Source: an optimization exercise on an open RTL-to-GDS flow (aim: small area). Production flows keep margins and buffers that such runs may drop.
RTL that was checked went through simulation tests only; none was proved equivalent to the original.

Setup of lane 1:
==> flow/design.v (excerpt) <==
module dlf_core (
   input             clk,
   input             rstn,
   input             dlf_en,
   input  [4:0]      tdc_dout,
   input  [17:0]     dlf_a2,
   input  [17:0]     dlf_a3,
   input  [17:0]     dlf_b1,
   input  [17:0]     dlf_b2,
   input  [14:0]     dlf_sdm_nc_in,
   output [15:0]     dlf_out,
   output            dlf_valid
   );
Settings: LEC_CHECK=0, CAP_MARGIN=20, CORE_MARGIN=2, CORE_UTILIZATION=60, SLEW_MARGIN=20; clock period 25.0 ns.
standard.sh (not shown) runs the stock make flow with config.mk's settings and CLKGATE_MAP_FILE= SYNTH_SCRIPT=/design/flow/synth_recipe.tcl, a recipe that flattens the netlist after the stock synthesis.
==> flow/flow/run.sh <==
#!/bin/bash
# Own flow: the standard layout (standard.sh) with two changes:
#  - the buffers that the placement step puts on the input and output ports
#    are sky130_fd_sc_hd__buf_1 instead of the placer's default buffer cell;
#  - clock tree synthesis uses clkbuf_8 buffers in clusters of up to 14
#    sinks and inserts no dummy load cells.
set -euo pipefail
export BUFFER_PORTS_ARGS="-buffer_cell sky130_fd_sc_hd__buf_1"
export CTS_ARGS="-sink_clustering_enable -repair_clock_nets -dont_use_dummy_load -buf_list sky130_fd_sc_hd__clkbuf_8 -sink_clustering_size 14 -sink_clustering_max_diameter 60"
bash standard.sh > standard.log 2>&1
The flow did not stop early for lane 1: all stages ran, and the layout cleared the timing, design-rule and antenna checks.
Setup changes, lane 1 to lane 2
--- a/flow/config.mk
+++ b/flow/config.mk
@@ -6,6 +6,7 @@
 export NUM_CORES = 4
 export LEC_CHECK = 0
-export CAP_MARGIN = 20
+export CAP_MARGIN = 5
 export CORE_MARGIN = 2
 export CORE_UTILIZATION = 60
-export SLEW_MARGIN = 20
+export GPL_TIMING_DRIVEN = 0
+export SLEW_MARGIN = 5
## What came out
From lane 1 to lane 2 the numbers moved as follows: top fanout value on the critical path decreased 5; final worst-path cycle share climbed 1.6 points.
Status: worst clock skew on the final layout parity (lane 1, lane 2)
Edits applied to the flow inputs when going from lane 2 to lane 3:
==> flow/flow/run.sh <==
#!/bin/bash
# Own flow: the standard layout (standard.sh) with two changes:
#  - the buffers that the placement step puts on the input and output ports
#    are sky130_fd_sc_hd__buf_1 instead of the placer's default buffer cell;
#  - clock tree synthesis uses clkbuf_16 buffers in clusters of up to 30
#    sinks and inserts no dummy load cells.
set -euo pipefail
export BUFFER_PORTS_ARGS="-buffer_cell sky130_fd_sc_hd__buf_1"
export CTS_ARGS="-sink_clustering_enable -repair_clock_nets -dont_use_dummy_load -buf_list sky130_fd_sc_hd__clkbuf_16 -sink_clustering_size 30 -sink_clustering_max_diameter 100"
bash standard.sh > standard.log 2>&1
--- a/flow/config.mk
+++ b/flow/config.mk
@@ -6,7 +6,6 @@
 export NUM_CORES = 4
 export LEC_CHECK = 0
-export CAP_MARGIN = 5
+export CAP_MARGIN = 20
 export CORE_MARGIN = 2
 export CORE_UTILIZATION = 60
-export GPL_TIMING_DRIVEN = 0
-export SLEW_MARGIN = 5
+export SLEW_MARGIN = 20
==> run notes <==
Lane 3 leaves more setup margin than lane 2. The core of lane 3 is less densely filled than that of lane 2. Comparing lane 3 and lane 2, the higher final-layout worst hold slack was measured on lane 3.

* * *

== run A ==
Another version of the RTL of dlf_core (not shown whole).
Size in the first run: ~1800 cells after synthesis, about 240 flip-flops, about 110 I/O pins.
==> flow/config.mk <==
export PLATFORM = sky130hd
export DESIGN_NAME = dlf_core
export DESIGN_NICKNAME = dlf_core
export VERILOG_FILES = /design/flow/design.v
export SDC_FILE = /design/flow/constraint.sdc
export NUM_CORES = 4
export LEC_CHECK = 0
export ABC_AREA = 1
export CAP_MARGIN = 20
export CORE_MARGIN = 2
export CORE_UTILIZATION = 75
export SLEW_MARGIN = 20
==> flow/constraint.sdc <==
create_clock -name core_clock -period 25.0 [get_ports {clk}]
set_input_delay 5.0000 -clock core_clock [delete_from_list [all_inputs] [get_ports {clk}]]
set_output_delay 5.0000 -clock core_clock [all_outputs]
set_load 0.01 [all_outputs]
==> flow/flow/run.sh <==
#!/bin/bash
# Own flow: the standard layout (standard.sh) with two changes:
#  - the buffers that the placement step puts on the input and output ports
#    are sky130_fd_sc_hd__buf_1 instead of the placer's default buffer cell;
#  - clock tree synthesis uses clkbuf_8 buffers in clusters of up to 18
#    sinks and inserts no dummy load cells.
set -euo pipefail
export BUFFER_PORTS_ARGS="-buffer_cell sky130_fd_sc_hd__buf_1"
export CTS_ARGS="-sink_clustering_enable -repair_clock_nets -dont_use_dummy_load -buf_list sky130_fd_sc_hd__clkbuf_8 -sink_clustering_size 18 -sink_clustering_max_diameter 80"
bash standard.sh > standard.log 2>&1
## Diff of input files: run B against run A
Settings: CORE_UTILIZATION changed from 75 to 85.
diff --git a/flow/flow/run.sh b/flow/flow/run.sh
--- a/flow/flow/run.sh
+++ b/flow/flow/run.sh
@@ -5 +5 @@
-#  - clock tree synthesis uses clkbuf_8 buffers in clusters of up to 18
+#  - clock tree synthesis uses clkbuf_16 buffers in clusters of up to 30
@@ -9 +9 @@
-export CTS_ARGS="-sink_clustering_enable -repair_clock_nets -dont_use_dummy_load -buf_list sky130_fd_sc_hd__clkbuf_8 -sink_clustering_size 18 -sink_clustering_max_diameter 80"
+export CTS_ARGS="-sink_clustering_enable -repair_clock_nets -dont_use_dummy_load -buf_list sky130_fd_sc_hd__clkbuf_16 -sink_clustering_size 30 -sink_clustering_max_diameter 100"
==> comparison <==
Compared with run A, in run B number of nets in the final layout held; synthesis-to-finish area growth shows no meaningful change. The final reports for run B and run A show share of the clock period used by the worst path after layout higher in the former.
Input-level comparison between run C and run B:
Settings: GPL_TIMING_DRIVEN: unset -> 0; CORE_UTILIZATION: 85 -> 75.
### Flow results
- Multi-input gate share of the layout cell area: run C and run B compared, lower one is run C
- Compared run C vs run B, and timing-limited maximum frequency is down in run C.
- Clock-buffer cell count sits higher in run C than in run B.
- Going from run B to run C, wire length of the first global-routing pass decreased 3.5%; utilization fell by 7.8 points.
## Diff of input files: run D against run C
Settings: a deleted GPL_TIMING_DRIVEN that had been 0.
==> run notes <==
The area after detailed placement of run D is lower than that of run C. The total of buffers placed on input and output ports in run D was higher than what run C gave. When run D is measured against run C, its via count turns out about 4.5% lower. Against run C, worst setup slack after layout in run D came out better. [compare] base=run C new=run D: simple-gate share of the synthesized area comparable.

* * *

dlf_core, a different RTL version from the one above (not shown whole).
Size: about 240 flip-flops, about 110 I/O pins, roughly 17000 um^2 of cells after synthesis.
Settings: LEC_CHECK=0, CAP_MARGIN=20, CORE_MARGIN=2, CORE_UTILIZATION=60, CTS_BUF_LIST=sky130_fd_sc_hd__clkbuf_4, CTS_CLUSTER_DIAMETER=40, CTS_CLUSTER_SIZE=12, SLEW_MARGIN=20; clock period 25.0 ns.
run.sh (not shown) runs the stock make flow with config.mk's settings and CLKGATE_MAP_FILE= SYNTH_SCRIPT=/design/flow/synth_recipe.tcl, a recipe that flattens the netlist after the stock synthesis.
Stock flow here: none of the scripts above is used.
The first run ran to the end with no violations.
Next try:
CTS_BUF_LIST = sky130_fd_sc_hd__clkbuf_8   (was sky130_fd_sc_hd__clkbuf_4)
CTS_CLUSTER_DIAMETER = 50   (was 40)
CTS_CLUSTER_SIZE = 20   (was 12)
=> Final area is about the same. Final cell count went down slightly. Worst setup slack is worse by 0.025 ns. Via count went down slightly. Worst hold slack stays flat. Critical path depth is unchanged.
Next try:
==> flow/flow/run.sh (new file) <==
#!/bin/bash
# Own flow: the standard layout (standard.sh), with the buffers that the
# placement step puts on the input and output ports made of
# sky130_fd_sc_hd__buf_1 instead of the placer's default buffer cell.
set -euo pipefail
export BUFFER_PORTS_ARGS="-buffer_cell sky130_fd_sc_hd__buf_1"
bash standard.sh > standard.log 2>&1
==> flow/standard.sh (new file) <==
#!/bin/bash
# synth_recipe.tcl (not shown) runs the flow's synth.tcl, then flattens the netlist and writes it again
# the make line also repeats each setting of config.mk as NAME=value (left out here)
make -C /OpenROAD-flow-scripts/flow DESIGN_CONFIG=/design/flow/config.mk WORK_HOME=/design/flow/orfs CLKGATE_MAP_FILE= SYNTH_SCRIPT=/design/flow/synth_recipe.tcl "${@:-finish}"
CTS_BUF_LIST = sky130_fd_sc_hd__clkbuf_16   (was sky130_fd_sc_hd__clkbuf_8)
CTS_CLUSTER_DIAMETER = 100   (was 50)
CTS_CLUSTER_SIZE = 25   (was 20)
removed: flow/run.sh
Global-route usage is lower by 0.85 points; clock-buffer cell count went down by 18; cell area decreases by 4.8%; synthesized cell count stays the same; setup slack gains 0.31 ns; clock skew is about the same; core utilization is lower by 3.2 points.
No functional check of the RTL was part of any run of this note.

[static timing again, ports no longer ideal]
The results above use ideal ports. As a check the final layouts listed here were re-extracted and re-timed, cells and wires unchanged.
Step 1 assumes that a clkbuf_16 drives the clock port and a buf_2 every other input.
Step 2 also shifts input and output timing later by t, the mid clock arrival at the registers, as if the neighbouring blocks saw the same clock.
a / b / c = no drivers / after step 1 / after step 2; a / b = the first two.
| run | t, ns | slack for setup (ns) | worst slew at a driven data input, ns |
|---|---|---|---|
| lane 1 | 0.589 | 8.859 / 8.881 / 8.292 | 0.06 |
| lane 2 | 0.599 | 8.465 / 8.493 / 7.894 | 0.04 |
| lane 3 | 0.518 | 8.745 / 8.772 / 8.254 | 0.06 |
| run A | 0.550 | 9.424 / 9.444 / 8.894 | 0.04 |
| run B | 0.522 | 9.166 / 9.193 / 8.672 | 0.05 |
| run C | 0.507 | 8.946 / 8.972 / 8.465 | 0.06 |
| run D | 0.518 | 9.373 / 9.397 / 8.880 | 0.04 |
| the first run of note 3 | 0.666 | 8.560 / 8.581 / 7.915 | 0.07 |
| the second run of note 3 | 0.605 | 8.535 / 8.559 / 7.954 | 0.07 |
| the third run of note 3 | 0.523 | 8.844 / 8.873 / 8.350 | 0.06 |
After both steps every run listed still meets setup and hold. The setup slack of the first run of note 3, which loses most, moves by +0.021 ns with the drivers and by -0.645 ns with both steps.
